This is an optimization exercise on Yosys and OpenROAD, whose aim is small area, a short achievable clock period and few clock cycles, not a production implementation. At most, simulation tests tie the RTL to the original design; equivalence was not proved. No functional check of the RTL was part of runs 1 to 4. Power and IR drop assume default switching activity.

[flow/design.v]
`timescale 1ns / 1ps
module SimpleCPU(clk, rst, data_fromRAM, wrEn, addr_toRAM, data_toRAM);
input clk, rst;
input wire [31:0] data_fromRAM;
output wire wrEn;
output wire [9:0] addr_toRAM;
output wire [31:0] data_toRAM;
localparam ADD = 3'd0, NAND = 3'd1, SRL = 3'd2, LT = 3'd3,
           CP  = 3'd4, CPI  = 3'd5, BZJ = 3'd6, MUL = 3'd7;
localparam S_FW  = 3'd0,   
           S_DEC = 3'd1,   
           S_G1  = 3'd2,
           S_G2  = 3'd3,
           S_G3  = 3'd4,
           S_EX  = 3'd5,   
           S_M   = 3'd6,   
           S_BT  = 3'd7;   
reg [2:0]  state;
reg [9:0]  pc;
reg [9:0]  addr;
reg        wr;
reg [2:0]  op;
reg        im;
reg [9:0]  fa;
reg [31:0] r1, r2;
reg [4:0]  cnt;
reg        first, sleft, sodd, sbig;
reg        rs;            
wire       ltf = sodd;    
wire [31:0] d = data_fromRAM;
assign wrEn       = wr & ~rst;
assign addr_toRAM = addr;
assign data_toRAM = r2;
wire [9:0] pc1 = pc + 10'd1;
reg  [1:0]  xsel;    
reg         xand;    
reg         xneg;
reg  [2:0]  ysel;    
reg         cin;
reg  [31:0] ay;
wire [31:0] m1 = ({32{xsel == 2'd1}} & ({32{~xand}} | r2))
               | ({32{xsel == 2'd3}} & {18'd0, 14'h3fff});
wire [31:0] m2 = {32{xsel == 2'd2}};
wire [31:0] ax = ((d & m1) | ({d[30:0], 1'b0} & m2)) ^ {32{xneg}};
always @(*) begin
	case (ysel)
	3'd1: ay = r2;
	3'd2: ay = {r2[29:0], 2'b00};
	3'd3: ay = {1'b0, r2[31:1]};
	3'd4: ay = {2'b00, r2[31:2]};
	default: ay = 32'd0;
	endcase
end
wire [31:0] ag0 = ax & ay;
wire [31:0] ap0 = ax ^ ay;
reg  [31:0] ag, ap;
integer ai, al, aj;
always @(*) begin
	ag = ag0;
	ap = ap0;
	ag[0] = ag0[0] | (ap0[0] & cin);
	for (al = 1; al < 32; al = al * 2)
		for (ai = 0; ai < 32; ai = ai + 1)
			if ((ai / al) % 2 == 1) begin
				aj = (ai / al) * al - 1;
				ag[ai] = ag[ai] | (ap[ai] & ag[aj]);
				ap[ai] = ap[ai] & ap[aj];
			end
end
wire [32:0] asum = {ag[31], ap0 ^ {ag[30:0], cin}};
wire       mwin = sleft;
wire [2:0] bd = mwin ? {r1[17:16] & {2{~first}}, r1[15]} : r1[31:29];
wire booth_zero = (bd == 3'b000) || (bd == 3'b111);
wire booth_two  = (bd == 3'b011) || (bd == 3'b100);
wire booth_neg  = bd[2] && !booth_zero;
function [4:0] srl_cnt(input [5:0] n);
	srl_cnt = {1'b0, n[4:1]} + {4'd0, n[0] & ~n[5]};
endfunction
reg [2:0]  state_n;
reg        wr_n;
reg [4:0]  cnt_n;
reg        first_n, sleft_n, sodd_n, sbig_n;
reg        a_A, a_B, a_pc1, a_pc, a_sum;
reg [9:0]  addr_n;
wire dec_big = |d[13:6];
wire g2_big  = |d[31:6];
wire g2_short = ~|d[31:16];
wire dop_is_mul = (d[31:29] == MUL);
wire [4:0] g2_cnt = g2_big ? 5'd0 : srl_cnt(d[5:0]);
wire is_alu = (op == ADD) || (op == NAND) || (op == LT);
always @(*) begin
	state_n   = state;
	wr_n      = 1'b0;
	cnt_n     = cnt - 5'd1;
	first_n   = first;
	sleft_n   = sleft;
	sodd_n    = sodd;
	sbig_n    = sbig;
	a_A       = 1'b0;
	a_B       = 1'b0;
	a_pc1     = 1'b0;
	a_pc      = 1'b0;
	a_sum     = 1'b0;
	xsel      = 2'd0;
	xneg      = 1'b0;
	xand      = 1'b0;
	ysel      = 3'd1;
	cin       = 1'b0;
	case (state)
	S_FW: state_n = S_DEC;
	S_DEC: begin
		xsel      = 2'd3;
		ysel      = 3'd0;
		first_n   = 1'b1;
		sleft_n   = dop_is_mul | d[5];
		sodd_n    = d[0];
		sbig_n    = dec_big;
		cnt_n     = dop_is_mul ? 5'd8 : (dec_big ? 5'd1 : srl_cnt(d[5:0]) + 5'd1);
		if (wr && addr == pc) begin
			a_pc    = 1'b1;
			state_n = S_FW;
		end else if (d[28] && d[31:29] == CP) begin
			a_pc1   = 1'b1;
			state_n = S_EX;
		end else begin
			a_A     = d[28] && d[31:29] != CPI;
			a_B     = !(d[28] && d[31:29] != CPI);
			state_n = S_G1;
		end
	end
	S_G1: begin
		state_n = S_G2;
		if (im && is_alu && op != LT) begin
			a_pc1   = 1'b1;
			state_n = S_EX;
		end else if (im && op == LT) begin
			state_n = S_EX;
		end else if (im && (op == MUL || op == SRL)) begin
			a_pc1   = (cnt == 5'd1);
			state_n = S_M;
		end else if (op == CP) begin
			a_pc1   = 1'b1;
			state_n = S_EX;
		end else if (op == BZJ && !im) begin
			a_pc1   = 1'b1;
		end else if (op == BZJ) begin
			xsel    = 2'd0;
			ysel    = 3'd1;
			a_sum   = 1'b1;
		end
	end
	S_G2: begin
		state_n = S_EX;
		case (op)
		ADD, NAND, LT: begin
			xsel  = 2'd1;
			ysel  = 3'd0;
			a_pc1 = (op != LT);
		end
		MUL: begin
			sleft_n = g2_short;
			cnt_n   = g2_short ? 5'd8 : 5'd15;
			state_n = S_M;
		end
		SRL: begin
			sleft_n = d[5];
			sodd_n  = d[0];
			sbig_n  = g2_big;
			cnt_n   = g2_cnt;
			a_pc1   = (g2_cnt == 5'd0);
			state_n = S_M;
		end
		CPI: if (im) begin
			xsel  = 2'd1;
			ysel  = 3'd0;
			a_pc1 = 1'b1;
		end else begin
			a_B     = 1'b1;
			state_n = S_G3;
		end
		BZJ: if (im) begin
			xsel    = 2'd1;
			a_sum   = 1'b1;
			state_n = (d[9:0] == 10'd0) ? S_DEC : S_FW;
		end else if (d != 32'd0) begin
			state_n = S_DEC;
		end else begin
			state_n = S_BT;
		end
		default: ;
		endcase
	end
	S_G3: begin
		a_pc1   = 1'b1;
		state_n = S_EX;
	end
	S_EX: begin
		wr_n    = 1'b1;
		state_n = S_DEC;
		case (op)
		ADD: xsel = 2'd1;
		LT: begin
			xsel    = 2'd1;
			xneg    = 1'b1;
			sodd_n  = asum[32];
			wr_n    = 1'b0;
			a_pc1   = 1'b1;
			cnt_n   = 5'd0;
			state_n = S_M;
		end
		NAND: begin
			xsel  = 2'd1;
			xand  = 1'b1;
			xneg  = 1'b1;
			ysel  = 3'd0;
		end
		CP: if (!im) begin
			xsel  = 2'd1;
			ysel  = 3'd0;
		end
		CPI: if (im) a_B = 1'b1; else begin
			xsel  = 2'd1;
			ysel  = 3'd0;
		end
		default: ;
		endcase
	end
	S_M: begin
		first_n = 1'b0;
		if (op == LT) begin
			ysel     = 3'd0;
			cin      = ltf;
		end else if (op == MUL) begin
			xsel     = booth_zero ? 2'd0 : (booth_two ? 2'd2 : 2'd1);
			xneg     = booth_neg;
			cin      = booth_neg;
			ysel     = first ? 3'd0 : 3'd2;
		end else if (sbig) begin
			ysel  = 3'd0;
		end else if (first) begin
			xsel  = (sleft && sodd) ? 2'd2 : 2'd1;
			ysel  = 3'd0;
		end else begin
			ysel   = sleft ? 3'd2 : (sodd ? 3'd3 : 3'd4);
			sodd_n = 1'b0;
		end
		a_pc1 = (cnt == 5'd1);
		if (cnt == 5'd0) begin
			wr_n    = 1'b1;
			state_n = S_DEC;
		end
	end
	S_BT: begin
		first_n = 1'b0;
		if (!first) begin
			a_B     = 1'b1;
			state_n = S_FW;
		end
	end
	endcase
	if (rst) wr_n = 1'b0;
	if (rs) begin
		state_n = S_FW;
		wr_n    = 1'b0;
	end
	addr_n = ({10{a_A}}   & d[23:14])
	       | ({10{a_B}}   & d[9:0])
	       | ({10{a_pc1}} & pc1)
	       | ({10{a_pc}}  & pc)
	       | ({10{a_sum}} & asum[9:0])
	       | ({10{!(a_A || a_B || a_pc1 || a_pc || a_sum)}} & fa);
	if (rs) addr_n = 10'd0;
end
always @(posedge clk) begin
	state <= state_n;
	addr  <= addr_n;
	if (rs || a_pc1 || a_sum || (state == S_BT && !first)) pc <= addr_n;
	rs    <= rst;
	wr    <= wr_n;
	cnt   <= cnt_n;
	first <= first_n;
	sleft <= sleft_n;
	sodd  <= sodd_n;
	sbig  <= sbig_n;
	if (state == S_DEC) begin
		op <= d[31:29];
		im <= d[28];
		fa <= d[23:14];
	end
	if (state == S_DEC || state == S_G2) r1 <= d;
	else                                 r1 <= {r1[29:0], 2'b00};
	r2    <= asum[31:0];
end
endmodule
[flow/flow/run.sh]
#!/bin/bash
# Standard ORFS layout, with repair_timing aiming past the clock period the
# SDC states so that the achieved period gets as short as the design allows,
# and plain buffers on the ports.
set -euo pipefail
export SETUP_SLACK_MARGIN=5.5
export CTS_ARGS="-sink_clustering_enable -repair_clock_nets -dont_use_dummy_load"
export BUFFER_PORTS_ARGS="-buffer_cell sky130_fd_sc_hd__buf_2"
bash standard.sh > standard.log 2>&1
[flow/standard.sh]
#!/bin/bash
# synth_recipe.tcl (not shown) runs the flow's synth.tcl, then flattens the netlist and writes it again
# the make line also repeats each setting of config.mk as NAME=value (left out here)
make -C /OpenROAD-flow-scripts/flow DESIGN_CONFIG=/design/flow/config.mk WORK_HOME=/design/flow/orfs CLKGATE_MAP_FILE= SYNTH_SCRIPT=/design/flow/synth_recipe.tcl "${@:-finish}"
[flow/config.mk]
export PLATFORM = sky130hd
export DESIGN_NAME = SimpleCPU
export DESIGN_NICKNAME = SimpleCPU
export VERILOG_FILES = /design/flow/design.v
export SDC_FILE = /design/flow/constraint.sdc
export NUM_CORES = 4
export LEC_CHECK = 0
export CAP_MARGIN = 20
export CORE_MARGIN = 2
export CORE_UTILIZATION = 40
export SLEW_MARGIN = 20
[flow/constraint.sdc]
create_clock -name core_clock -period 10.0 [get_ports {clk}]
set_input_delay 2.0000 -clock core_clock [delete_from_list [all_inputs] [get_ports {clk}]]
set_output_delay 2.0000 -clock core_clock [all_outputs]
set_load 0.01 [all_outputs]
==> notes.md, run 1 <==
- Data on the critical path is required at its endpoint by 10.10 ns.
- TritonCTS built the clock tree.
- The floorplan core area is 0.0187 mm².
- The cell area after placement is between 0.008 and 0.009 mm².
- Together, buffers and inverters on the worst path number 1.
- The repair_antennas step left the layout with diodes totalling 0.
- The largest net degree at the start of global routing is 35.
- The congestion estimate from routability-driven global placement came to 0.896.
- The site row count is 50.
- The setup path with the least slack is of type in -> reg.
- The horizontal die dimension is 142 µm.
- The number of slew-limit violations in the final report is 0.
- The final-report setup violation count is 0.
- The run finished with no timing, DRC or antenna violations.
- In this run, synthesis inferred 28 flip-flops with an integrated enable.
- After detailed routing, the met2 layer carries 11,800 µm of wire.
- The deepest clock path buffer count is 2.
- The first-pass GRT wire length is 38,800 µm.
- The starting density of the core is between 40% and 50%.
- Subtracting the final worst setup slack from the clock period gives ~4.6 ns.
- The synthesized net count is 997.
- Among all flip-flop cells after synthesis, the most frequent one is sky130_fd_sc_hd__dfxtp_1.
- The vias per cell is 6.08.
- The routed length per placed instance is 20.8 µm.
- The power per cell area is 250 mW/mm².
- Before antenna repair, the detailed router went through 8 iterations.
- The number of buffers inserted by port buffering is 76.
- The critical path goes through buf_2 > o21ai_0 > o2bb2ai_2 > xnor2_2 > ha_1 > a211oi_4 > o21ai_2 > nand3_1 > nand2_1 > fa_2 > xor2_2 > a22oi_1 > a31oi_1 > a221o_1.
- Setup repair after global routing could not meet its margin everywhere.
- The via count of the first global-routing pass was 6,745.
- The share of async-settable or async-resettable flops after synthesis is 0%.
- The final setup TNS is 0 ns.
- In this run the remaining antenna-violating nets after routing total 0.
- The number of hold buffers added after cts is 0.
- The share of the cycle needed by the critical path after routing is a little under half.
- Summed over all layers, the routed wires come to 25,600 µm.
- The final layout contains 1,077 nets.
- The detailed-routing wirelength on met1 is 11,200 µm.
- The final HPWL from detailed placement is 17,300 µm.
- The total of fill cells in the finished design is 1,859.
- The total CTS buffers is 9.
- The sequential-to-total area share from yosys stat is 33.1%.
- The clock sink count is 112.
- The number of synthesis warnings is 1.
- The die covers 0.0202 mm².
- The post-synthesis sequential element count is about 110.
- Max-cap violations in this run came to 0.
- The global-route usage over all layers is 24.7%.
- For this run, design rule violations remaining after detail routing come to 0.
- For this run the aggregate overflow at the end of global routing stands at 0.
- The cell area that synthesis handed to floorplanning was 0.00763 mm².
- The fraction of layout instances using a drive strength above 1 is 18.4%.
- For this block, the via count after detailed routing is ~7,500.
- In this run the count of I/O pins placed on the die edge is 77.
- The cell family contributing the most delay on the critical path is compound AO/OA/AOI/OAI gates.
- Detailed routing placed a total of approximately 1900 µm of wire on met3.
- The final hold violation count is 0.
- The highest attainable clock frequency is 0.218 GHz.
- The path type of the worst min-delay path is reg -> reg.
- The iteration-0 DRC count of the detailed router is 1,076.
- The number of antenna violations at the first check in global routing is 0.
- The worst setup path is launched from an input port.
- Summing all non-filler instances in the final layout gives an area of 0.00891 mm².
- After clock tree synthesis, the clock-pin slew on the worst setup and hold paths is 0.07 ns.
- Compared with the post-synthesis result, the final layout area differs by 16.7%.
- The worst ir drop on vdd is 0.124 mV.
- The post-synthesis instance total is 920.
- The worst slew slack as a fraction of its limit is slightly below 40%.
- The signal arrival time at the worst endpoint is 4.68 ns.
- The clock reaches the later pin of the worst-skew pair after 0.36 ns.
- The maximum fanout along the worst path is 7.
- At the pin with the least slew margin, the transition time is 0.908 ns.
- The cell sitting at the root of the clock tree is a sky130_fd_sc_hd__clkbuf_16.
- The post-route clock skew is 0.0323 ns.
- In this run the number of H-tree levels came out at 3.
- The analysis attributes to cell leakage a power of 3.79 nW.
- The highest metal layer with signal wires is met4.
- The mean cell area of the mapped netlist is 8.29 µm².
- The chip height is between 100 and 150 µm.
- The distinct cell type count of the synthesized netlist is 66.
- The flop-to-flop setup slack is 5.53 ns.
- The largest single stage delay on the critical path is 0.37 ns.
- The kind of end point of the critical path is a flop.
- For this design, the slowest cell found on the critical path is sky130_fd_sc_hd__ha_1.
## worst paths after layout
check	from	to	cells past startpoint
worst max-delay path	data_fromRAM[2]	pc[9]	14
worst min-delay path	r1[5]	r1[7]	2
worst max register to register	op[1]	pc[9]	17
worst min register to register	r1[5]	r1[7]	2
## cell families (layout without fill, tap and decap cells)
family / Yosys count / after routing / synth area share, %
DFF: 112 / 112 / 33.1
adders and majority gates: 43 / 43 / 7.64
buffers and inverters: 80 / 157 / 4.03
AOI/OAI and AO/OA: 266 / 266 / 24.8
muxes: 4 / 4 / 0.557
and+or+nand+nor: 333 / 334 / 20.5
xor gates and xnor gates: 82 / 82 / 9.41
## through the flow
| step | cells | hold slack, ns | utilization, % | worst slack, ns | power, W |
|---|---|---|---|---|---|
| final | 1232 | 0.405 | 47.6 | 5.42 | 0.00223 |
| after global placement | 1186 | 0.403 | 44.0 | 4.70 | 0.00183 |
| after global routing | 1232 | 0.441 | 47.6 | 5.34 | 0.00238 |
| after detailed placement | 1186 | 0.408 | 44.0 | 4.80 | 0.00184 |
| after CTS | 1210 | 0.405 | 46.2 | 5.28 | 0.00219 |
| after floorplan | 920 | 0.399 | - | 5.29 | 0.00150 |
## synthesized netlist by cell type, types with 17 or more instances
| cell | number | area [µm²] |
|---|---|---|
| sky130_fd_sc_hd__a21oi_1 | 45 | 225 |
| sky130_fd_sc_hd__a222oi_1 | 30 | 300 |
| sky130_fd_sc_hd__clkbuf_1 | 45 | 169 |
| sky130_fd_sc_hd__dfxtp_1 | 84 | 1680 |
| sky130_fd_sc_hd__edfxtp_1 | 28 | 841 |
| sky130_fd_sc_hd__ha_1 | 37 | 463 |
| sky130_fd_sc_hd__inv_1 | 26 | 97.6 |
| sky130_fd_sc_hd__nand2_1 | 193 | 724 |
| sky130_fd_sc_hd__nand3_1 | 20 | 100 |
| sky130_fd_sc_hd__nor2_1 | 30 | 113 |
| sky130_fd_sc_hd__o21ai_0 | 61 | 305 |
| sky130_fd_sc_hd__o2bb2ai_1 | 31 | 272 |
| sky130_fd_sc_hd__xnor2_1 | 65 | 569 |
| sky130_fd_sc_hd__xor2_1 | 17 | 149 |
## cells in the final DEF (no fill, tap or decap), types with 6 or more instances in the layout
| master | n |
|---|---|
| sky130_fd_sc_hd__a21o_1 | 14 |
| sky130_fd_sc_hd__a21oi_1 | 41 |
| sky130_fd_sc_hd__a221o_1 | 11 |
| sky130_fd_sc_hd__a221oi_1 | 6 |
| sky130_fd_sc_hd__a222oi_1 | 30 |
| sky130_fd_sc_hd__a22oi_1 | 11 |
| sky130_fd_sc_hd__a31oi_1 | 13 |
| sky130_fd_sc_hd__and3_1 | 11 |
| sky130_fd_sc_hd__buf_2 | 74 |
| sky130_fd_sc_hd__buf_4 | 39 |
| sky130_fd_sc_hd__clkbuf_16 | 9 |
| sky130_fd_sc_hd__dfxtp_1 | 81 |
| sky130_fd_sc_hd__edfxtp_1 | 28 |
| sky130_fd_sc_hd__ha_1 | 37 |
| sky130_fd_sc_hd__inv_1 | 25 |
| sky130_fd_sc_hd__nand2_1 | 193 |
| sky130_fd_sc_hd__nand2b_1 | 7 |
| sky130_fd_sc_hd__nand3_1 | 20 |
| sky130_fd_sc_hd__nand4_1 | 8 |
| sky130_fd_sc_hd__nor2_1 | 27 |
| sky130_fd_sc_hd__nor2b_1 | 8 |
| sky130_fd_sc_hd__nor3_1 | 13 |
| sky130_fd_sc_hd__nor4_1 | 6 |
| sky130_fd_sc_hd__o211ai_1 | 7 |
| sky130_fd_sc_hd__o21ai_0 | 57 |
| sky130_fd_sc_hd__o2bb2ai_1 | 30 |
| sky130_fd_sc_hd__xnor2_1 | 64 |
| sky130_fd_sc_hd__xor2_1 | 14 |
## state kept, by name, summed over array words and instances, names as in the netlist, 3 cells and up
register,count
addr,10
cnt,5
fa,10
op,3
pc,10
r1,32
r2,32
state,3
## routing by layer
layer	track usage [%]	vias to the layer above
met3	4.10	59
li1	-	3530
met2	39.2	353
met1	34.1	3544
met4	8.32	0
met5	0	-
## worst reg2reg max path: cells and delay by family, from the launching register on
family	cells	cell delay, ns
xor gates and xnor gates	2	0.33
adders and majority gates	3	0.95
and+or+nand+nor	5	1.19
DFF	1	0.57
AOI/OAI and AO/OA	6	1.15
buffers and inverters	1	0.04
## report_power, final
part           leakage, nW  internal [W]  switching, W
clock network        0.111      0.000160      0.000156
registers            0.969      0.000673      0.000207
logic                 2.71      0.000428      0.000605
## area by class of cell
| type | instances | area [µm²] | share of cell area (%) |
|---|---|---|---|
| Clock buffer | 9 | 225 | 2.53 |
| Inverter | 27 | 106 | 1.19 |
| Multi-Input combinational cell | 729 | 4990 | 56.1 |
| Sequential cell | 112 | 2530 | 28.4 |
| Tap cell | 234 | 293 | 3.29 |
| Timing Repair Buffer | 121 | 758 | 8.51 |
## what timing repair did
action | in CTS | in global routing
gates cloned | 1 | 1
pin swaps | 16 | 18
setup buffers | 14 | 21
setup endpoints to repair | 48 | 30
resized for setup | 18 | 36
==> inputs of run 2 (changes only) <==
==> flow/flow/run.sh (replaced) <==
#!/bin/bash
# Standard ORFS layout, with repair_timing aiming past the clock period the
# SDC states so that the achieved period gets as short as the design allows,
# and plain buffers on the ports.
set -euo pipefail
export SETUP_SLACK_MARGIN=5.6
export CTS_ARGS="-sink_clustering_enable -repair_clock_nets -dont_use_dummy_load"
export BUFFER_PORTS_ARGS="-buffer_cell sky130_fd_sc_hd__buf_2"
bash standard.sh > standard.log 2>&1
==> run 2 against run 1 <==
Net effect: maximum frequency decreased by 1.2%; sequential share of layout area is 0.51 points lower; wire length grew 0.24%; clock skew decreased by 0.0019 ns; clock power is 1% higher; hold slack better by 0.017 ns; synthesized cell count did not move; count of clock-buffer cells in the layout did not move; critical path type unchanged; highest routed layer unchanged.
==> notes.md, run 2 <==
- The largest net degree at the start of global routing came to 35 (unchanged).
- The deepest clock path buffer count came to 2 (unchanged).
- The cell with the most instances after synthesis is sky130_fd_sc_hd__nand2_1 (unchanged).
- Ranking of synthesized cells by instance count: 193 x sky130_fd_sc_hd__nand2_1, 84 x sky130_fd_sc_hd__dfxtp_1, 65 x sky130_fd_sc_hd__xnor2_1 (unchanged).
- The start point of the worst min-delay path is r1[12] (was r1[5]).
- The smallest hold slack came to 0.422 ns (was 0.405 ns).
- The path type of the worst min-delay path is reg -> reg (unchanged).
- The number of antenna violations at the first check in global routing came to 0 (unchanged).
- The area share of the leading cell type in the synthesized netlist was 22.0% (unchanged).
- The most numerous cell type found on the critical path is sky130_fd_sc_hd__fa_2.
- The number of instances in the placed design is 1,186 (unchanged).
- The total vias in the final route was 7,590 (was 7,486).
- The power per cell area is 249 mW/mm² (was 250 mW/mm²).
- The remaining global-route overflow is 0 (unchanged).
- The sequential-to-total area share from yosys stat is 33.1% (unchanged).
- The startpoint of the worst-slack reg-to-reg timing path is op[1] (unchanged).
- The worst slew slack as a fraction of its limit came to 19.7% (was 39.0%).
- The number of slew-limit violations in the final report came to 0 (unchanged).
- The kind of end point of the critical path is a flop (unchanged).
- The post-route clock skew came to 0.0304 ns (was 0.0323 ns).
- The global-route met1 utilization is 34.6% (was 34.1%).
- The cell area after placement was 0.00824 mm² (about the same).
- The critical path data required time came to 10.13 ns (was 10.10 ns).
- The cell type with the highest aggregate area in the netlist is sky130_fd_sc_hd__dfxtp_1 (unchanged).
- Top Registers: r1 x32, r2 x32 (unchanged).
- The vias per cell is 6.13 (was 6.08).
- The clock tree from TritonCTS was done (unchanged).
- The number of H-tree branching levels is 3 (unchanged).
- Worst-path cell chain: buf_12 > o21ai_4 > nor2_4 > xor2_2 > fa_2 > inv_2 > fa_2 > buf_6 > buf_6 > a21o_1 > a21o_1 > fa_2 > xor2_2 > a22oi_1 > a31oi_1 > a221o_1 (was buf_2 > o21ai_0 > o2bb2ai_2 > xnor2_2 > ha_1 > a211oi_4 > o21ai_2 > nand3_1 > nand2_1 > fa_2 > xor2_2 > a22oi_1 > a31oi_1 > a221o_1).
- The mean cell area of the mapped netlist is 8.29 µm² (unchanged).
- The share of the cycle needed by the critical path after routing came to 46.4% (was 45.8%).
- The post-synthesis instance total is 920 (unchanged).
- Synth top area cells: sky130_fd_sc_hd__dfxtp_1 22%, sky130_fd_sc_hd__edfxtp_1 11%, sky130_fd_sc_hd__nand2_1 9.5%, sky130_fd_sc_hd__xnor2_1 7.5%, sky130_fd_sc_hd__ha_1 6.1% (unchanged).
- The site row count is 50 (unchanged).
- The final-report setup violation count was 0 (unchanged).
- The starting density of the core is 40.8% (unchanged).
- The worst reg-to-reg path cell count is 17 (unchanged).
- The horizontal die dimension came to 142 µm (unchanged).
- The post-placement setup slack was 4.33 ns (was 4.80 ns).
- The final setup TNS is 0 ns (unchanged).
- The post-synthesis sequential element count is 112 (unchanged).
- The residual DRC count is 0 (unchanged).
- The fraction of layout instances using a drive strength above 1 came to 19.8% (was 18.4%).
- The post-route non-filler standard cell count is 1,238 (was 1,232).
- The clock latency reported for the late side of the worst-skew pair came to 0.37 ns (was 0.36 ns).
- The share of async-settable or async-resettable flops after synthesis is 0% (unchanged).
- The layout-stage area growth over the synthesis result is 19.0% (was 16.7%).
- The transition time at the pin with the least slew margin is 1.20 ns (was 0.908 ns).
- Status: timing/DRC/antenna clean (unchanged).
- Most frequent cells in the layout: 192 x sky130_fd_sc_hd__nand2_1, 81 x sky130_fd_sc_hd__dfxtp_1, 71 x sky130_fd_sc_hd__buf_2 (was 193 x sky130_fd_sc_hd__nand2_1, 81 x sky130_fd_sc_hd__dfxtp_1, 74 x sky130_fd_sc_hd__buf_2).
- The area of all sequential standard cells was 0.00253 mm² (about the same).
- The clock transition at the registers of the reported paths is 0.09 ns (was 0.07 ns).
- The synthesized net count came to 997 (unchanged).
- The signal arrival time at the worst endpoint is 4.76 ns (was 4.68 ns).
- The length of the first detailed-routing pass in iterations came to 9 (was 8).
- The stage delay of the slowest cell on the critical path is 0.37 ns (about the same).
- The final weighted congestion in routability-driven placement is 0.919 (was 0.896).
- The logic depth of the worst setup path including buffers is 16 (was 14).
- The final antenna diode count is 0 (unchanged).
- The commonest non-fill, non-tap cell in the layout is sky130_fd_sc_hd__nand2_1 (unchanged).
- The final hold violation count is 0 (unchanged).
- The distinct cell type count of the synthesized netlist came to 66 (unchanged).
- Setup repair after global routing missed its margin: true (unchanged).
- The iteration-0 DRC count of the detailed router is 1,094 (was 1,076).
- The met2 routing resource usage after global routing came to 38.7% (was 39.2%).
- The leakage power figure came to 3.84 nW (was 3.79 nW).
- The busiest metal layer after global routing was met2 (unchanged).
- The critical setup path kind is in -> reg (unchanged).
- The standard cell with the maximum stage delay on the critical path is sky130_fd_sc_hd__fa_2 (was sky130_fd_sc_hd__ha_1).
- The highest attainable clock frequency is 0.216 GHz (was 0.218 GHz).
- The type of origin of the critical path is an input port (unchanged).
- The maximum fanout along the worst path was 2 (was 7).
- The post-route antenna net violation count came to 0 (unchanged).
- The met3 demand-to-capacity share in global routing is 3.87% (was 4.10%).
- The buffering stage count on the worst path with inverters included is 4 (was 1).
- The chip height is 142 µm (unchanged).
- The instance count along the most critical hold path is 2 (unchanged).
- The max-cap check violation count is 0 (unchanged).
- The total of fill cells in the finished design is 1,819 (was 1,859).
- The floorplan core area was 0.0187 mm² (unchanged).
- The clock root buffer is sky130_fd_sc_hd__clkbuf_16 (unchanged).
- The dominant synthesized flop cell was sky130_fd_sc_hd__dfxtp_1 (unchanged).
- The global-route usage over all layers was 25.1% (was 24.7%).
- The area of combinational cells with multiple inputs is 0.00506 mm² (was 0.00499 mm²).
- The number of synthesis warnings was 1 (unchanged).
- The cell family contributing the most delay on the critical path is compound AO/OA/AOI/OAI gates (unchanged).
- The first-pass GRT wire length is 39,600 µm (was 38,800 µm).
- The number of synthesized flops with an enable pin is 28 (unchanged).
- The cell area after synthesis is 0.00763 mm² (unchanged).
- The final HPWL from detailed placement is 17,400 µm (was 17,300 µm).
- The routed length per placed instance is 20.8 µm (about the same).
- The sum of routed wire length over all layers is 25,700 µm (was 25,600 µm).
- The clock sink count is 112 (unchanged).
- The number of nets in the layout came to 1,083 (was 1,077).
- The worst setup margin is 5.36 ns (was 5.42 ns).
- The area of the die came to 0.0202 mm² (unchanged).
- The final cell area excluding filler cells came to 0.00908 mm² (was 0.00891 mm²).
- The via count of the first global-routing pass was 6,970 (was 6,745).
- The number of buffers inserted by port buffering is 76 (unchanged).
- The total CTS buffers was 9 (unchanged).
- The worst ir drop on vdd was 0.104 mV (was 0.124 mV).
- The timing startpoint of the critical path is data_fromRAM[0] (was data_fromRAM[2]).
- The total I/O pin count is 77 (unchanged).
- The final critical path time including I/O delays and setup is 4.64 ns (was 4.58 ns).
-- run 2: cell types whose count changed in the layout (fill, tap and decap cells not counted), moves of 2 or more --
cell                       previous run  this run
sky130_fd_sc_hd__and4_1               3         1
sky130_fd_sc_hd__a22oi_1             11         8
sky130_fd_sc_hd__clkbuf_4             2         5
sky130_fd_sc_hd__buf_4               39        42
sky130_fd_sc_hd__buf_2               74        71
sky130_fd_sc_hd__a22oi_2              0         3
sky130_fd_sc_hd__buf_12               1         4
-- run 2: kinds of logic (layout without fill, tap and decap cells) --
group           after synthesis  in the layout  share of synthesized area, %
compound gates              266            266                          24.8
fa+ha+maj                    43             43                          7.64
buf+inv                      80            164                          4.03
mux                           4              4                         0.557
xor+xnor                     82             82                          9.41
simple gates                333            333                          20.5
flops                       112            112                          33.1
-- run 2: layout make-up --
type	count	area share (%)
tap	234	3.23
inverter	27	1.14
sequential	112	27.9
clock buffer	9	2.48
multi-input combinational	728	55.8
timing repair buffer	128	9.47
-- run 2: timing repair --
item | 4_1_cts | 5_1_grt
pin swaps | 17 | 26
cloned | 0 | 1
setup buffers | 25 | 17
setup endpoints to repair | 54 | 48
resized for setup | 21 | 47
hold buffers | 0 | 0
-- run 2: power breakdown --
part	leakage (nW)	total, W	internal (W)	switching (W)
Combinational	2.76	0.00106	0.000447	0.000615
Clock	0.111	0.000320	0.000160	0.000160
Sequential	0.970	0.000881	0.000674	0.000207
-- run 2: per-layer routing --
layer	vias to the layer above	wire length, µm
li1	3545	-
met1	3595	11000
met2	374	11700
met3	76	1880
met4	0	1040
met5	-	0
-- run 2: metrics by stage --
step / util (%) / power (W)
after floorplan: - / 0.00150
after global placement: 44.0 / 0.00183
after detailed placement: 44.1 / 0.00183
after CTS: 46.8 / 0.00220
after global routing: 48.5 / 0.00241
final: 48.5 / 0.00226
-- run 2: worst paths after layout --
kind	to	slack (ns)
hold reg to reg	r1[14]	0.42
hold / removal	r1[14]	0.42
setup reg to reg	pc[5]	5.41
setup / recovery	pc[5]	5.36
-- run 2: tightest hold or removal path, cell delays in order, from the launching register on --
cell and delay [ns]:
sky130_fd_sc_hd__dfxtp_1 0.30, sky130_fd_sc_hd__nand2_1 0.04, sky130_fd_sc_hd__nand2_1 0.05
==> inputs of run 3 (changes only) <==
--- a/flow/design.v
+++ b/flow/design.v
@@ -80,7 +80,7 @@
 reg        wr_n;
 reg [4:0]  cnt_n;
 reg        first_n, sleft_n, sodd_n, sbig_n;
-reg        a_A, a_B, a_pc1, a_pc, a_sum;
+reg        a_A, a_B, a_pc1, a_pc, a_r2;
 reg [9:0]  addr_n;
 wire dec_big = |d[13:6];
 wire g2_big  = |d[31:6];
@@ -100,7 +100,7 @@
 	a_B       = 1'b0;
 	a_pc1     = 1'b0;
 	a_pc      = 1'b0;
-	a_sum     = 1'b0;
+	a_r2      = 1'b0;
 	xsel      = 2'd0;
 	xneg      = 1'b0;
 	xand      = 1'b0;
@@ -144,9 +144,7 @@
 		end else if (op == BZJ && !im) begin
 			a_pc1   = 1'b1;
 		end else if (op == BZJ) begin
-			xsel    = 2'd0;
-			ysel    = 3'd1;
-			a_sum   = 1'b1;
+			a_r2    = 1'b1;
 		end
 	end
 	S_G2: begin
@@ -166,9 +164,8 @@
 			sleft_n = d[5];
 			sodd_n  = d[0];
 			sbig_n  = g2_big;
-			cnt_n   = g2_cnt;
-			a_pc1   = (g2_cnt == 5'd0);
-			state_n = S_M;
+			cnt_n   = (g2_cnt == 5'd0) ? 5'd1 : g2_cnt;
+			state_n = (g2_cnt == 5'd0) ? S_G3 : S_M;
 		end
 		CPI: if (im) begin
 			xsel  = 2'd1;
@@ -180,8 +177,7 @@
 		end
 		BZJ: if (im) begin
 			xsel    = 2'd1;
-			a_sum   = 1'b1;
-			state_n = (d[9:0] == 10'd0) ? S_DEC : S_FW;
+			state_n = (d[9:0] == 10'd0) ? S_DEC : S_G3;
 		end else if (d != 32'd0) begin
 			state_n = S_DEC;
 		end else begin
@@ -191,8 +187,13 @@
 		endcase
 	end
 	S_G3: begin
-		a_pc1   = 1'b1;
-		state_n = S_EX;
+		if (op == BZJ) begin
+			a_r2    = 1'b1;
+			state_n = S_FW;
+		end else begin
+			a_pc1   = 1'b1;
+			state_n = (op == SRL) ? S_M : S_EX;
+		end
 	end
 	S_EX: begin
 		wr_n    = 1'b1;
@@ -267,14 +268,14 @@
 	       | ({10{a_B}}   & d[9:0])
 	       | ({10{a_pc1}} & pc1)
 	       | ({10{a_pc}}  & pc)
-	       | ({10{a_sum}} & asum[9:0])
-	       | ({10{!(a_A || a_B || a_pc1 || a_pc || a_sum)}} & fa);
+	       | ({10{a_r2}}  & r2[9:0])
+	       | ({10{!(a_A || a_B || a_pc1 || a_pc || a_r2)}} & fa);
 	if (rs) addr_n = 10'd0;
 end
 always @(posedge clk) begin
 	state <= state_n;
 	addr  <= addr_n;
-	if (rs || a_pc1 || a_sum || (state == S_BT && !first)) pc <= addr_n;
+	if (rs || a_pc1 || a_r2 || (state == S_BT && !first)) pc <= addr_n;
 	rs    <= rst;
 	wr    <= wr_n;
 	cnt   <= cnt_n;
==> flow/flow/run.sh (replaced) <==
#!/bin/bash
# Standard ORFS layout, with repair_timing aiming past the clock period the
# SDC states so that the achieved period gets as short as the design allows,
# and plain buffers on the ports.
set -euo pipefail
export SETUP_SLACK_MARGIN=5.5
export CTS_ARGS="-sink_clustering_enable -repair_clock_nets -dont_use_dummy_load"
export BUFFER_PORTS_ARGS="-buffer_cell sky130_fd_sc_hd__buf_2"
bash standard.sh > standard.log 2>&1
==> run 3 against run 2 <==
Net effect: still clean; wire length is 2.8% lower; die area down 0.30%; clock power increased by 1%; first-iteration DRC count down 28%; final cell count shrank 1.3%; design area shrank 0.74%; non-clock buffer count is 7 lower; synthesized cell count fell by 1.6%; via count decreased by 2.5%; count of clock-buffer cells in the layout stayed put; largest cell class unchanged; largest power group unchanged; highest routed layer unchanged.
==> notes.md, run 3 <==
- Status: timing/DRC/antenna clean (unchanged).
- The post-route clock skew came to 0.0214 ns (was 0.0304 ns).
- The length of the first detailed-routing pass in iterations came to 9 (unchanged).
- The area share of the leading cell type in the synthesized netlist came to 22.1% (was 22.0%).
- The distinct cell type count of the synthesized netlist is 61 (was 66).
- The vias per cell is 6.06 (was 6.13).
- The final hold violation count was 0 (unchanged).
- The busiest metal layer after global routing is met2 (unchanged).
- The number of slew-limit violations in the final report is 0 (unchanged).
- The critical setup path kind is reg -> reg (was in -> reg).
- The met2 routing resource usage after global routing was 39.4% (was 38.7%).
- The fraction of layout instances using a drive strength above 1 is 21.6% (was 19.8%).
- The mean cell area of the mapped netlist is 8.41 µm² (was 8.29 µm²).
- The site row count was 50 (unchanged).
- The final antenna diode count is 0 (unchanged).
- The chip height is 142 µm (about the same).
- The worst setup margin was 5.42 ns (was 5.36 ns).
- The signal arrival time at the worst endpoint was 4.78 ns (was 4.76 ns).
- The synthesized net count came to 982 (was 997).
- The cell area after synthesis is 0.00761 mm² (was 0.00763 mm²).
- The startpoint of the worst-slack reg-to-reg timing path is state[2] (was op[1]).
- The worst slew slack as a fraction of its limit is 46.0% (was 19.7%).
- The met3 demand-to-capacity share in global routing is 4.02% (was 3.87%).
- The area of the die is 0.0201 mm² (was 0.0202 mm²).
- The floorplan core area is 0.0187 mm² (unchanged).
- The post-synthesis sequential element count is 112 (unchanged).
- The post-route antenna net violation count was 0 (unchanged).
- The sequential-to-total area share from yosys stat is 33.2% (was 33.1%).
- The global-route met1 utilization was 32.0% (was 34.6%).
- The iteration-0 DRC count of the detailed router is 787 (was 1,094).
- The maximum fanout along the worst path is 7 (was 2).
- The clock sink count was 112 (unchanged).
- The standard cell with the maximum stage delay on the critical path is sky130_fd_sc_hd__or4_4 (was sky130_fd_sc_hd__fa_2).
- The horizontal die dimension is 142 µm (about the same).
- The final-report setup violation count was 0 (unchanged).
- The final HPWL from detailed placement was 17,000 µm (was 17,400 µm).
- The number of buffers inserted by port buffering is 76 (unchanged).
- Synth top area cells: sky130_fd_sc_hd__dfxtp_1 22%, sky130_fd_sc_hd__edfxtp_1 11%, sky130_fd_sc_hd__nand2_1 7.2%, sky130_fd_sc_hd__xnor2_1 6.6%, sky130_fd_sc_hd__ha_1 6.1% (was sky130_fd_sc_hd__dfxtp_1 22%, sky130_fd_sc_hd__edfxtp_1 11%, sky130_fd_sc_hd__nand2_1 9.5%, sky130_fd_sc_hd__xnor2_1 7.5%, sky130_fd_sc_hd__ha_1 6.1%).
- The number of synthesis warnings was 1 (unchanged).
- The path type of the worst min-delay path is reg -> reg (unchanged).
- The post-synthesis instance total came to 905 (was 920).
- The flop-to-flop setup slack was 5.42 ns (was 5.41 ns).
- The deepest clock path buffer count came to 2 (unchanged).
- The cell occurring most often along the worst timing path is sky130_fd_sc_hd__a21oi_4 (was sky130_fd_sc_hd__fa_2).
- The clock latency reported for the late side of the worst-skew pair is 0.37 ns (about the same).
- The share of async-settable or async-resettable flops after synthesis is 0% (unchanged).
- The worst ir drop on vdd is 0.159 mV (was 0.104 mV).
- The total CTS buffers came to 9 (unchanged).
- The final critical path time including I/O delays and setup is 4.58 ns (was 4.64 ns).
- The final weighted congestion in routability-driven placement is 0.898 (was 0.919).
- The routed length per placed instance was 20.4 µm (was 20.8 µm).
- The share of the cycle needed by the critical path after routing is 45.8% (was 46.4%).
- The remaining global-route overflow is 0 (unchanged).
- The total vias in the final route came to 7,401 (was 7,590).
- The final cell area excluding filler cells is 0.00901 mm² (was 0.00908 mm²).
- The number of synthesized flops with an enable pin is 28 (unchanged).
- The smallest hold slack is 0.447 ns (was 0.422 ns).
- The global-route usage over all layers is 24.1% (was 25.1%).
- The layout-stage area growth over the synthesis result is 18.4% (was 19.0%).
- The stage delay of the slowest cell on the critical path came to 0.53 ns (was 0.37 ns).
- The power per cell area is 306 mW/mm² (was 249 mW/mm²).
- The first-pass GRT wire length was 37,900 µm (was 39,600 µm).
- The total I/O pin count is 77 (unchanged).
- The leakage power figure was 3.73 nW (was 3.84 nW).
- Ranking of synthesized cells by instance count: 145 x sky130_fd_sc_hd__nand2_1, 84 x sky130_fd_sc_hd__dfxtp_1, 74 x sky130_fd_sc_hd__o21ai_0 (was 193 x sky130_fd_sc_hd__nand2_1, 84 x sky130_fd_sc_hd__dfxtp_1, 65 x sky130_fd_sc_hd__xnor2_1).
- The clock root buffer is sky130_fd_sc_hd__clkbuf_16 (unchanged).
- The final setup TNS came to 0 ns (unchanged).
- The cell with the most instances after synthesis is sky130_fd_sc_hd__nand2_1 (unchanged).
- The dominant synthesized flop cell is sky130_fd_sc_hd__dfxtp_1 (unchanged).
- The number of nets in the layout came to 1,067 (was 1,083).
- Most frequent cells in the layout: 145 x sky130_fd_sc_hd__nand2_1, 81 x sky130_fd_sc_hd__dfxtp_1, 76 x sky130_fd_sc_hd__buf_2 (was 192 x sky130_fd_sc_hd__nand2_1, 81 x sky130_fd_sc_hd__dfxtp_1, 71 x sky130_fd_sc_hd__buf_2).
- Setup repair after global routing missed its margin: true (unchanged).
- The kind of end point of the critical path is a flop (unchanged).
- The critical path data required time is 10.19 ns (was 10.13 ns).
- The commonest non-fill, non-tap cell in the layout is sky130_fd_sc_hd__nand2_1 (unchanged).
- The transition time at the pin with the least slew margin was 0.807 ns (was 1.20 ns).
- The starting density of the core is 40.7% (was 40.8%).
- The worst reg-to-reg path cell count is 20 (was 17).
- The highest attainable clock frequency is 0.218 GHz (was 0.216 GHz).
- The timing startpoint of the critical path is state[2] (was data_fromRAM[0]).
- The clock transition at the registers of the reported paths is 0.08 ns (was 0.09 ns).
- The sum of routed wire length over all layers is 25,000 µm (was 25,700 µm).
- The clock tree from TritonCTS is done (unchanged).
- The post-placement setup slack is 4.44 ns (was 4.33 ns).
- The max-cap check violation count is 0 (unchanged).
- The largest net degree at the start of global routing is 37 (was 35).
- The residual DRC count was 0 (unchanged).
- The number of hold buffers added after cts came to 0 (unchanged).
- The cell area after placement is 0.00820 mm² (was 0.00824 mm²).
- The via count of the first global-routing pass came to 6,798 (was 6,970).
- The endpoint of the most critical register-to-register path is sodd (was pc[5]).
- Worst-path cell chain: nand2_4 > or2_4 > or4_4 > nor3b_4 > buf_12 > a21oi_4 > a21oi_4 > buf_12 > a222oi_1 > fa_2 > fa_2 > nand2b_4 > a21o_1 > a31oi_4 > o2bb2ai_4 > a21oi_4 > o21ai_2 > and4_4 > a2111oi_4 > o22ai_1 (was buf_12 > o21ai_4 > nor2_4 > xor2_2 > fa_2 > inv_2 > fa_2 > buf_6 > buf_6 > a21o_1 > a21o_1 > fa_2 > xor2_2 > a22oi_1 > a31oi_1 > a221o_1).
- Top Registers: r1 x32, r2 x32 (unchanged).
- The number of antenna violations at the first check in global routing is 0 (unchanged).
- The number of H-tree branching levels is 3 (unchanged).
- The worst setup path endpoint is sodd (was pc[5]).
- The type of origin of the critical path was a flop (was input port).
- The cell type with the highest aggregate area in the netlist is sky130_fd_sc_hd__dfxtp_1 (unchanged).
==> run 3: changes by cell type after synthesis, moves of 13 or more <==
| cell | change |
|---|---|
| sky130_fd_sc_hd__a21oi_1 | +15 |
| sky130_fd_sc_hd__mux2_2 | +28 |
| sky130_fd_sc_hd__nand2_1 | -48 |
| sky130_fd_sc_hd__nor2_1 | +28 |
| sky130_fd_sc_hd__o211ai_1 | +21 |
| sky130_fd_sc_hd__o21ai_0 | +13 |
| sky130_fd_sc_hd__o2bb2ai_1 | -30 |
| sky130_fd_sc_hd__xor2_1 | +14 |
==> run 3: worst min path at each step <==
stage,startpoint,to,slack [ns],cells past startpoint
final,r1[28],r1[30],0.45,1
after global routing,r1[26],r1[28],0.46,1
after CTS,r1[28],r1[30],0.45,1
after detailed placement,r1[12],r1[14],0.44,1
after global placement,r1[22],r1[24],0.44,1
after floorplan,r1[0],r1[2],0.43,1
==> run 3: power by group <==
| part | switching [W] | internal (W) | total [W] |
|---|---|---|---|
| clock network | 0.000164 | 0.000160 | 0.000324 |
| logic | 0.000795 | 0.000649 | 0.00144 |
| registers | 0.000279 | 0.000706 | 0.000985 |
| total | 0.00124 | 0.00152 | 0.00275 |
==> run 3: final cells by class <==
cell class | instances | area, µm²
fill | 1781 | 9700
timing repair buffer | 121 | 793
clock buffer | 9 | 225
tap | 234 | 293
inverter | 20 | 75.1
sequential | 112 | 2530
multi-input combinational | 726 | 5090
==> run 3: cells by family (layout without fill, tap and decap cells) <==
group,after synthesis,count (layout),share of synthesized area [%]
mux,30,30,4.44
fa+ha+maj,43,43,7.66
simple gates,310,313,18.8
compound gates,252,252,21.9
flops,112,112,33.2
buf+inv,70,150,3.90
xor+xnor,88,88,10.1
==> run 3: timing repair <==
action	4_1_cts	5_1_grt
setup buffers	15	17
pin swaps	7	15
gates resized for setup	31	24
setup endpoints to repair	28	17
cloned	3	2
endpoints found under the hold margin	0	0
==> run 3: metrics by stage <==
stage | power (W) | utilization, % | instances
floorplan | 0.00184 | - | 905
global placement | 0.00224 | 43.8 | 1176
detailed placement | 0.00224 | 43.8 | 1176
CTS | 0.00267 | 46.8 | 1203
global route | 0.00295 | 48.2 | 1222
finish | 0.00275 | 48.2 | 1222
==> run 3: per-layer routing <==
metal  vias up  wire [µm]
met4         0        857
met5         -          0
met3        60       1970
met2       333      11500
met1      3514      10700
li1       3494          -
==> run 3: critical path: cells and delay by family, from the launching register on <==
kind                     cells  cell delay (ns)
AO/OA/AOI/OAI               10             1.43
buffers and inverters        2             0.26
AND/OR/NAND/NOR              6             1.59
adder cells (fa/ha/maj)      2             0.72
flip-flops                   1             0.38
==> inputs of run 4 (changes only) <==
--- a/flow/design.v
+++ b/flow/design.v
@@ -26,7 +26,7 @@
 reg [4:0]  cnt;
 reg        first, sleft, sodd, sbig;
 reg        rs;            
-wire       ltf = sodd;    
+reg        ltf;           
 wire [31:0] d = data_fromRAM;
 assign wrEn       = wr & ~rst;
 assign addr_toRAM = addr;
@@ -164,8 +164,9 @@
 			sleft_n = d[5];
 			sodd_n  = d[0];
 			sbig_n  = g2_big;
-			cnt_n   = (g2_cnt == 5'd0) ? 5'd1 : g2_cnt;
-			state_n = (g2_cnt == 5'd0) ? S_G3 : S_M;
+			cnt_n   = g2_cnt;
+			a_pc1   = (g2_cnt == 5'd0);
+			state_n = S_M;
 		end
 		CPI: if (im) begin
 			xsel  = 2'd1;
@@ -192,7 +193,7 @@
 			state_n = S_FW;
 		end else begin
 			a_pc1   = 1'b1;
-			state_n = (op == SRL) ? S_M : S_EX;
+			state_n = S_EX;
 		end
 	end
 	S_EX: begin
@@ -203,7 +204,6 @@
 		LT: begin
 			xsel    = 2'd1;
 			xneg    = 1'b1;
-			sodd_n  = asum[32];
 			wr_n    = 1'b0;
 			a_pc1   = 1'b1;
 			cnt_n   = 5'd0;
@@ -282,6 +282,7 @@
 	first <= first_n;
 	sleft <= sleft_n;
 	sodd  <= sodd_n;
+	ltf   <= asum[32];
 	sbig  <= sbig_n;
 	if (state == S_DEC) begin
 		op <= d[31:29];
==> run 4 against run 3 <==
Net effect: power is 5.7% lower; largest cell class unchanged; worst setup slack better by 0.18 ns; first-iteration DRC count decreased by 36%; sequential share of layout area is 0.58 points lower; highest routed layer unchanged; largest power group unchanged; core utilization down 0.42 points; sequential power down 8.6%; synthesized cell count rose by 2.7%; via count shrank 0.32%; non-clock buffer count decreased by 9; clock power rose by 45%; register-to-register slack better by 0.24 ns.
==> notes.md, run 4 <==
- The power per cell area was 280 mW/mm² (was 306 mW/mm²).
- The synthesized net count is 1,006 (was 982).
- The layout-stage area growth over the synthesis result came to 17.8% (was 18.4%).
- The via count of the first global-routing pass came to 7,122 (was 6,798).
- The maximum fanout along the worst path is 12 (was 7).
- The area of the die was 0.0208 mm² (was 0.0201 mm²).
- The mean cell area of the mapped netlist is 8.46 µm² (was 8.41 µm²).
- The distinct cell type count of the synthesized netlist is 68 (was 61).
- The site row count is 51 (was 50).
- The sequential-to-total area share from yosys stat came to 32.3% (was 33.2%).
- The final HPWL from detailed placement is 17,100 µm (was 17,000 µm).
- The signal arrival time at the worst endpoint is 4.68 ns (was 4.78 ns).
- The vias per cell is 5.81 (was 6.06).
- The total vias in the final route is 7,377 (was 7,401).
- The horizontal die dimension came to 144 µm (was 142 µm).
- The transition time at the pin with the least slew margin is 0.952 ns (was 0.807 ns).
- The post-route clock skew is 0.0223 ns (was 0.0214 ns).
- The global-route usage over all layers is 23.4% (was 24.1%).
- Ranking of synthesized cells by instance count: 138 x sky130_fd_sc_hd__nand2_1, 85 x sky130_fd_sc_hd__dfxtp_1, 73 x sky130_fd_sc_hd__a21oi_1 (was 145 x sky130_fd_sc_hd__nand2_1, 84 x sky130_fd_sc_hd__dfxtp_1, 74 x sky130_fd_sc_hd__o21ai_0).
- The number of slew-limit violations in the final report came to 0 (unchanged).
- The final setup TNS is 0 ns (unchanged).
- The routed length per placed instance was 18.8 µm (was 20.4 µm).
- The worst reg-to-reg path cell count is 17 (was 20).
- The standard cell with the maximum stage delay on the critical path was sky130_fd_sc_hd__a211o_4 (was sky130_fd_sc_hd__or4_4).
- The leakage power figure is 3.68 nW (was 3.73 nW).
- The end point of the worst hold path was r1[13] (was r1[30]).
- The final hold violation count is 0 (unchanged).
- The path type of the worst min-delay path is reg -> reg (unchanged).
- The total I/O pin count is 77 (unchanged).
- The share of the cycle needed by the critical path after routing is 44.1% (was 45.8%).
- The sum of routed wire length over all layers is 23,900 µm (was 25,000 µm).
- The startpoint of the worst-slack reg-to-reg timing path is state[2] (unchanged).
- The largest net degree at the start of global routing came to 39 (was 37).
- The share of async-settable or async-resettable flops after synthesis was 0% (unchanged).
- The post-synthesis instance total is 929 (was 905).
- The max-cap check violation count is 0 (unchanged).
- The starting density of the core is 40.5% (was 40.7%).
- The clock sink count is 113 (was 112).
- The final critical path time including I/O delays and setup is 4.41 ns (was 4.58 ns).
- The clock transition at the registers of the reported paths came to 0.05 ns (was 0.08 ns).
- The worst slew slack as a fraction of its limit is 36.0% (was 46.0%).
- The floorplan core area came to 0.0194 mm² (was 0.0187 mm²).
- The cell area after synthesis was 0.00786 mm² (was 0.00761 mm²).
- The cell type with the highest aggregate area in the netlist is sky130_fd_sc_hd__dfxtp_1 (unchanged).
- The number of buffers inserted by port buffering came to 76 (unchanged).
- The first-pass GRT wire length was 38,200 µm (was 37,900 µm).
- The final-report setup violation count is 0 (unchanged).
- The post-route antenna net violation count is 0 (unchanged).
- The iteration-0 DRC count of the detailed router is 503 (was 787).
- The number of H-tree branching levels was 4 (was 3).
- The critical setup path kind was in -> reg (was reg -> reg).
- The length of the first detailed-routing pass in iterations is 5 (was 9).
- Status: timing/DRC/antenna clean (unchanged).
- The clock root buffer is sky130_fd_sc_hd__clkbuf_16 (unchanged).
- The remaining global-route overflow came to 0 (unchanged).
- Most frequent cells in the layout: 137 x sky130_fd_sc_hd__nand2_1, 82 x sky130_fd_sc_hd__dfxtp_1, 74 x sky130_fd_sc_hd__buf_2 (was 145 x sky130_fd_sc_hd__nand2_1, 81 x sky130_fd_sc_hd__dfxtp_1, 76 x sky130_fd_sc_hd__buf_2).
- The worst ir drop on vdd is 0.127 mV (was 0.159 mV).
- The cell occurring most often along the worst timing path is sky130_fd_sc_hd__a31oi_4 (was sky130_fd_sc_hd__a21oi_4).
- The endpoint of the most critical register-to-register path is ltf (was sodd).
- The commonest non-fill, non-tap cell in the layout is sky130_fd_sc_hd__nand2_1 (unchanged).
- The post-synthesis sequential element count is 113 (was 112).
- The highest attainable clock frequency is 0.227 GHz (was 0.218 GHz).
- The area share of the leading cell type in the synthesized netlist is 21.6% (was 22.1%).
- The start point of the worst min-delay path was r1[11] (was r1[28]).
- The utilization after layout is 47.7% (was 48.2%).
- The dominant synthesized flop cell is sky130_fd_sc_hd__dfxtp_1 (unchanged).
- The flop-to-flop setup slack is 5.66 ns (was 5.42 ns).
- The cell with the most instances after synthesis is sky130_fd_sc_hd__nand2_1 (unchanged).
- Top Registers: r1 x32, r2 x32 (unchanged).
- The total of fill cells in the finished design is 1,929 (was 1,781).
- The total CTS buffers is 17 (was 9).
- The number of synthesized flops with an enable pin is 28 (unchanged).
- The clock latency reported for the late side of the worst-skew pair came to 0.42 ns (was 0.37 ns).
- The number of synthesis warnings came to 1 (unchanged).
- The number of antenna violations at the first check in global routing is 0 (unchanged).
- Setup repair after global routing missed its margin: true (unchanged).
- Worst-path cell chain: buf_2 > o21ai_0 > o2bb2ai_1 > xnor2_1 > ha_1 > o21a_1 > o31a_1 > a211o_4 > a32o_2 > a31oi_4 > o21bai_4 > a31oi_4 > o31ai_1 (was nand2_4 > or2_4 > or4_4 > nor3b_4 > buf_12 > a21oi_4 > a21oi_4 > buf_12 > a222oi_1 > fa_2 > fa_2 > nand2b_4 > a21o_1 > a31oi_4 > o2bb2ai_4 > a21oi_4 > o21ai_2 > and4_4 > a2111oi_4 > o22ai_1).
- The chip height came to 144 µm (was 142 µm).
- The deepest clock path buffer count is 2 (unchanged).
- The type of origin of the critical path is an input port (was flop).
- The stage delay of the slowest cell on the critical path is 0.37 ns (was 0.53 ns).
- The instance count along the most critical hold path is 1 (unchanged).
- Synth top area cells: sky130_fd_sc_hd__dfxtp_1 22%, sky130_fd_sc_hd__edfxtp_1 11%, sky130_fd_sc_hd__xnor2_1 6.9%, sky130_fd_sc_hd__nand2_1 6.6%, sky130_fd_sc_hd__ha_1 5.9% (was sky130_fd_sc_hd__dfxtp_1 22%, sky130_fd_sc_hd__edfxtp_1 11%, sky130_fd_sc_hd__nand2_1 7.2%, sky130_fd_sc_hd__xnor2_1 6.6%, sky130_fd_sc_hd__ha_1 6.1%).
- The final weighted congestion in routability-driven placement is 0.909 (was 0.898).
- The clock tree from TritonCTS is done (unchanged).
- The number of nets in the layout is 1,084 (was 1,067).
- The critical path data required time was 10.28 ns (was 10.19 ns).
- The kind of end point of the critical path is a flop (unchanged).
- The residual DRC count is 0 (unchanged).
- The fraction of layout instances using a drive strength above 1 is 20.1% (was 21.6%).
- The final antenna diode count is 0 (unchanged).
run 4: kinds of logic (layout without fill, tap and decap cells):
family                     Yosys count  after routing  share of synthesized area, %
AOI/OAI and AO/OA                  279            279                          24.5
DFF                                113            113                          32.3
adders and majority gates           44             44                          7.55
buffers and inverters               81            157                          4.11
xor gates and xnor gates            82             82                          9.14
and+or+nand+nor                    297            297                          17.7
muxes                               33             33                          4.66
run 4: stage by stage:
step	setup slack, ns	total power [W]	std cells	instance area, µm²	hold slack, ns
after floorplan	5.50	0.00172	929	7870	0.433
final	5.59	0.00260	1270	9260	0.447
after global routing	5.47	0.00278	1270	9260	0.462
after global placement	4.94	0.00206	1227	8460	0.437
after CTS	5.49	0.00257	1265	9130	0.453
after detailed placement	4.87	0.00206	1227	8460	0.444
run 4: what timing repair did:
| action | in CTS | in global routing |
|---|---|---|
| hold buffers | 0 | 0 |
| setup endpoints to repair | 20 | 35 |
| buffers inserted | 21 | 5 |
| gates resized for setup | 24 | 23 |
| pin swaps | 8 | 6 |
run 4: critical path, delay by kind of cell:
kind	cells	cell delay, ns
xor+xnor	1	0.09
buf+inv	1	0.26
compound gates	10	1.97
fa+ha+maj	1	0.36
run 4: layer usage:
metal	global-route usage [%]	vias up	part of all wire [%]
li1	-	3566	-
met1	31.5	3514	45
met2	38.5	266	47
met3	4.14	31	5.7
met4	6.85	0	1.5
met5	0	-	0
run 4: area by class of cell:
| type | instances | area, µm² | area share [%] |
|---|---|---|---|
| Multi-Input combinational cell | 735 | 5170 | 55.9 |
| Inverter | 28 | 105 | 1.13 |
| Clock buffer | 17 | 425 | 4.59 |
| Timing Repair Buffer | 112 | 676 | 7.29 |
| Tap cell | 265 | 332 | 3.58 |
| Sequential cell | 113 | 2550 | 27.5 |
run 4: power by group:
part | switching, W | internal (W)
logic | 0.000677 | 0.000550
clock network | 0.000179 | 0.000292
registers | 0.000208 | 0.000693
total | 0.00106 | 0.00153
run 4: how the worst max path moves through the flow:
stage	start	end	slack, ns	cells past startpoint
floorplan	data_fromRAM[0]	ltf	5.50	13
global placement	data_fromRAM[0]	ltf	4.94	14
detailed placement	data_fromRAM[0]	ltf	4.87	14
CTS	data_fromRAM[2]	r2[31]	5.49	13
global route	data_fromRAM[14]	r2[31]	5.47	13
finish	data_fromRAM[3]	ltf	5.59	13
==> inputs of run 5 (changes only) <==
--- a/flow/design.v
+++ b/flow/design.v
@@ -26,7 +26,7 @@
 reg [4:0]  cnt;
 reg        first, sleft, sodd, sbig;
 reg        rs;            
-reg        ltf;           
+wire       ltf = sodd;    
 wire [31:0] d = data_fromRAM;
 assign wrEn       = wr & ~rst;
 assign addr_toRAM = addr;
@@ -204,6 +204,7 @@
 		LT: begin
 			xsel    = 2'd1;
 			xneg    = 1'b1;
+			sodd_n  = asum[32];
 			wr_n    = 1'b0;
 			a_pc1   = 1'b1;
 			cnt_n   = 5'd0;
@@ -282,7 +283,6 @@
 	first <= first_n;
 	sleft <= sleft_n;
 	sodd  <= sodd_n;
-	ltf   <= asum[32];
 	sbig  <= sbig_n;
 	if (state == S_DEC) begin
 		op <= d[31:29];
==> flow/flow/run.sh (replaced) <==
#!/bin/bash
# Standard ORFS layout, with repair_timing aiming past the clock period the
# SDC states so that the achieved period gets as short as the design allows,
# and plain buffers on the ports.
set -euo pipefail
export SETUP_SLACK_MARGIN=5.4
export CTS_ARGS="-sink_clustering_enable -repair_clock_nets -dont_use_dummy_load"
export BUFFER_PORTS_ARGS="-buffer_cell sky130_fd_sc_hd__buf_2"
bash standard.sh > standard.log 2>&1
==> run 5 against run 4 <==
Net effect: clock skew is 0.00096 ns lower; wire length hardly changed; sequential share of layout area is 1.2 points higher; die area is 2.1% lower; clock power is 31% lower; critical endpoint is now r2[19]; largest power group unchanged.
==> notes.md, run 5 <==
- The utilization after layout came to 46.9% (was 47.7%).
- The clock latency reported for the late side of the worst-skew pair was 0.37 ns (was 0.42 ns).
- The final setup TNS is 0 ns (unchanged).
- The number of buffers inserted by port buffering came to 76 (unchanged).
- The area of combinational cells with multiple inputs is 0.00499 mm² (was 0.00517 mm²).
- Status: timing/DRC/antenna clean (unchanged).
- The sum of routed wire length over all layers is 23,900 µm (about the same).
- The largest net degree at the start of global routing is 38 (was 39).
- The area of all sequential standard cells is 0.00253 mm² (was 0.00255 mm²).
- Ranking of synthesized cells by instance count: 105 x sky130_fd_sc_hd__nand2_1, 84 x sky130_fd_sc_hd__dfxtp_1, 65 x sky130_fd_sc_hd__xnor2_1 (was 138 x sky130_fd_sc_hd__nand2_1, 85 x sky130_fd_sc_hd__dfxtp_1, 73 x sky130_fd_sc_hd__a21oi_1).
- The end point of the worst hold path is r1[10] (was r1[13]).
- The number of H-tree branching levels came to 3 (was 4).
- The number of synthesized flops with an enable pin is 28 (unchanged).
- The dominant synthesized flop cell is sky130_fd_sc_hd__dfxtp_1 (unchanged).
- The cell with the most instances after synthesis is sky130_fd_sc_hd__nand2_1 (unchanged).
- The final antenna diode count is 0 (unchanged).
- The number of hold buffers added after cts is 0 (unchanged).
- The post-synthesis sequential element count came to 112 (was 113).
- The cell family contributing the most delay on the critical path is compound AO/OA/AOI/OAI gates (unchanged).
- The fraction of layout instances using a drive strength above 1 is 22.6% (was 20.1%).
- The number of nets in the layout is 982 (was 1,084).
- The layout-stage area growth over the synthesis result is 14.5% (was 17.8%).
- Worst-path cell chain: buf_4 > o21ai_0 > nor2_1 > xor2_1 > fa_2 > fa_2 > nand2b_4 > a21oi_4 > a211oi_4 > nor4_4 > nor2_2 > o21ai_0 > a21oi_1 > xnor2_1 (was buf_2 > o21ai_0 > o2bb2ai_1 > xnor2_1 > ha_1 > o21a_1 > o31a_1 > a211o_4 > a32o_2 > a31oi_4 > o21bai_4 > a31oi_4 > o31ai_1).
- The deepest clock path buffer count is 2 (unchanged).
- The first-pass GRT wire length is 36,400 µm (was 38,200 µm).
- The share of the cycle needed by the critical path after routing is 44.6% (was 44.1%).
- The critical setup path kind is in -> reg (unchanged).
- The iteration-0 DRC count of the detailed router came to 987 (was 503).
- The clock sink count is 112 (was 113).
- The leakage power figure is 3.62 nW (was 3.68 nW).
- The cell area after synthesis is 0.00769 mm² (was 0.00786 mm²).
- The power per cell area is 288 mW/mm² (was 280 mW/mm²).
- Most frequent cells in the layout: 101 x sky130_fd_sc_hd__nand2_1, 81 x sky130_fd_sc_hd__dfxtp_1, 75 x sky130_fd_sc_hd__buf_2 (was 137 x sky130_fd_sc_hd__nand2_1, 82 x sky130_fd_sc_hd__dfxtp_1, 74 x sky130_fd_sc_hd__buf_2).
- The final critical path time including I/O delays and setup came to 4.46 ns (was 4.41 ns).
- The highest attainable clock frequency came to 0.224 GHz (was 0.227 GHz).
- The worst slew slack as a fraction of its limit is 53.3% (was 36.0%).
- The final hold violation count is 0 (unchanged).
- The chip height was 143 µm (was 144 µm).
- The global-route usage over all layers is 23.0% (was 23.4%).
- The endpoint of the most critical register-to-register path is r2[19] (was ltf).
- The type of origin of the critical path is an input port (unchanged).
- The kind of end point of the critical path is a flop (unchanged).
- The total vias in the final route is 7,035 (was 7,377).
- The site row count is 50 (was 51).
- The residual DRC count is 0 (unchanged).
- The critical path data required time is 10.26 ns (was 10.28 ns).
- The area share of the leading cell type in the synthesized netlist is 21.9% (was 21.6%).
- The length of the first detailed-routing pass in iterations was 9 (was 5).
- The clock transition at the registers of the reported paths was 0.08 ns (was 0.05 ns).
- The distinct cell type count of the synthesized netlist is 77 (was 68).
- The post-synthesis instance total came to 839 (was 929).
- The final HPWL from detailed placement is 16,600 µm (was 17,100 µm).
- The total of fill cells in the finished design is 1,761 (was 1,929).
- The share of async-settable or async-resettable flops after synthesis was 0% (unchanged).
- The max-cap check violation count is 0 (unchanged).
- The commonest non-fill, non-tap cell in the layout is sky130_fd_sc_hd__nand2_1 (unchanged).
- The number of antenna violations at the first check in global routing is 1 (was 0).
- The post-route antenna net violation count came to 0 (unchanged).
- The stage delay of the slowest cell on the critical path was 0.40 ns (was 0.37 ns).
- The routed length per placed instance is 21.0 µm (was 18.8 µm).
- The path type of the worst min-delay path is reg -> reg (unchanged).
- Synth top area cells: sky130_fd_sc_hd__dfxtp_1 22%, sky130_fd_sc_hd__edfxtp_1 11%, sky130_fd_sc_hd__xnor2_1 7.4%, sky130_fd_sc_hd__ha_1 6.0%, sky130_fd_sc_hd__nand2_1 5.1% (was sky130_fd_sc_hd__dfxtp_1 22%, sky130_fd_sc_hd__edfxtp_1 11%, sky130_fd_sc_hd__xnor2_1 6.9%, sky130_fd_sc_hd__nand2_1 6.6%, sky130_fd_sc_hd__ha_1 5.9%).
- The final-report setup violation count is 0 (unchanged).
- The area of the die was 0.0204 mm² (was 0.0208 mm²).
- The mean cell area of the mapped netlist is 9.17 µm² (was 8.46 µm²).
- The start point of the worst min-delay path is r1[8] (was r1[11]).
- The number of synthesis warnings is 1 (unchanged).
- The clock root buffer is sky130_fd_sc_hd__clkbuf_16 (unchanged).
- The total CTS buffers is 9 (was 17).
- The floorplan core area came to 0.0188 mm² (was 0.0194 mm²).
- The via count of the first global-routing pass is 6,529 (was 7,122).
- Top Registers: r1 x32, r2 x32 (unchanged).
- The clock tree from TritonCTS is done (unchanged).
- The post-route clock skew is 0.0214 ns (was 0.0223 ns).
- The signal arrival time at the worst endpoint was 4.72 ns (was 4.68 ns).
- The instance count along the most critical hold path is 1 (unchanged).
- The transition time at the pin with the least slew margin is 0.699 ns (was 0.952 ns).
- The total I/O pin count came to 77 (unchanged).
- The cell type with the highest aggregate area in the netlist is sky130_fd_sc_hd__dfxtp_1 (unchanged).
- The flop-to-flop setup slack was 5.55 ns (was 5.66 ns).
- The worst reg-to-reg path cell count was 18 (was 17).
- The starting density of the core is 41.0% (was 40.5%).
- The final weighted congestion in routability-driven placement came to 0.920 (was 0.909).
- The horizontal die dimension was 143 µm (was 144 µm).
- The synthesized net count is 916 (was 1,006).
- The maximum fanout along the worst path is 6 (was 12).
- The number of slew-limit violations in the final report came to 0 (unchanged).
- The startpoint of the worst-slack reg-to-reg timing path is op[1] (was state[2]).
- The worst ir drop on vdd is 0.113 mV (was 0.127 mV).
- The sequential-to-total area share from yosys stat is 32.8% (was 32.3%).
- Setup repair after global routing missed its margin: true (unchanged).
- The buffering stage count on the worst path with inverters included is 1 (unchanged).
- The vias per cell is 6.19 (was 5.81).
- The remaining global-route overflow came to 0 (unchanged).
- The standard cell with the maximum stage delay on the critical path is sky130_fd_sc_hd__nor4_4 (was sky130_fd_sc_hd__a211o_4).
==> run 5: area by class of cell <==
| cell class | instances | share of cell area [%] |
|---|---|---|
| Sequential cell | 112 | 28.7 |
| Inverter | 26 | 1.11 |
| Tap cell | 234 | 3.33 |
| Timing Repair Buffer | 105 | 7.59 |
| Clock buffer | 9 | 2.56 |
| Multi-Input combinational cell | 651 | 56.7 |
==> run 5: kinds of logic (layout without fill, tap and decap cells) <==
kind of cell,after synthesis,after routing,synth area share [%]
flip-flops,112,112,32.8
adder cells (fa/ha/maj),43,43,7.58
AND/OR/NAND/NOR,237,238,16.1
XOR/XNOR,85,85,9.68
AO/OA/AOI/OAI,252,252,24.0
buffers and inverters,77,140,5.12
multiplexers,33,33,4.80
==> run 5: what timing repair did <==
action | 4_1_cts | 5_1_grt
resized for setup | 24 | 27
endpoints found under the setup margin | 20 | 21
buffers inserted | 1 | 18
pin swaps | 0 | 13
gates cloned | 0 | 3
==> run 5: how the worst max path moves through the flow <==
stage	startpoint	end	slack, ns	cells after the start
CTS	state[2]	r2[17]	5.41	18
global route	sleft	sodd	5.33	18
global placement	state[2]	r2[29]	4.64	17
finish	data_fromRAM[0]	r2[19]	5.54	14
floorplan	data_fromRAM[0]	r2[17]	5.43	12
detailed placement	state[2]	r2[29]	4.59	17
==> run 5: per-stage QoR <==
step                      setup slack (ns)  power, W  hold WS (ns)  cells  cell area [µm²]
final                                 5.54   0.00253         0.452   1137             8800
after global routing                  5.33   0.00270         0.458   1137             8800
after CTS                             5.41   0.00244         0.451   1116             8490
after detailed placement              4.59   0.00208         0.440   1106             8160
after global placement                4.64   0.00208         0.440   1106             8160
after floorplan                       5.43   0.00175         0.433    839             7700
==> run 5: layer usage <==
layer  up-vias  global-route usage, %  wire [µm]
met1      3348                   31.5      10200
met2       360                   36.1      10900
met3        44                   4.59       2290
met5         -                      0          0
li1       3283                      -          -
met4         0                   8.39        559
==> run 5: report_power, final <==
part           total (W)  switching (W)  internal [W]  leakage [nW]
Clock           0.000322       0.000162      0.000160         0.111
Combinational    0.00126       0.000682      0.000579          2.54
Sequential      0.000950       0.000251      0.000699         0.968
Testbench counts of run 5, summed over its fixed seeds: cycles 205,053.

Setup slack of run 5, layout unchanged: 5.539 ns with ideal ports, 5.550 ns with driving cells assumed (clock clkbuf_16, inputs buf_2), 5.159 ns with port delays also shifted by the 0.397 ns mid clock arrival.
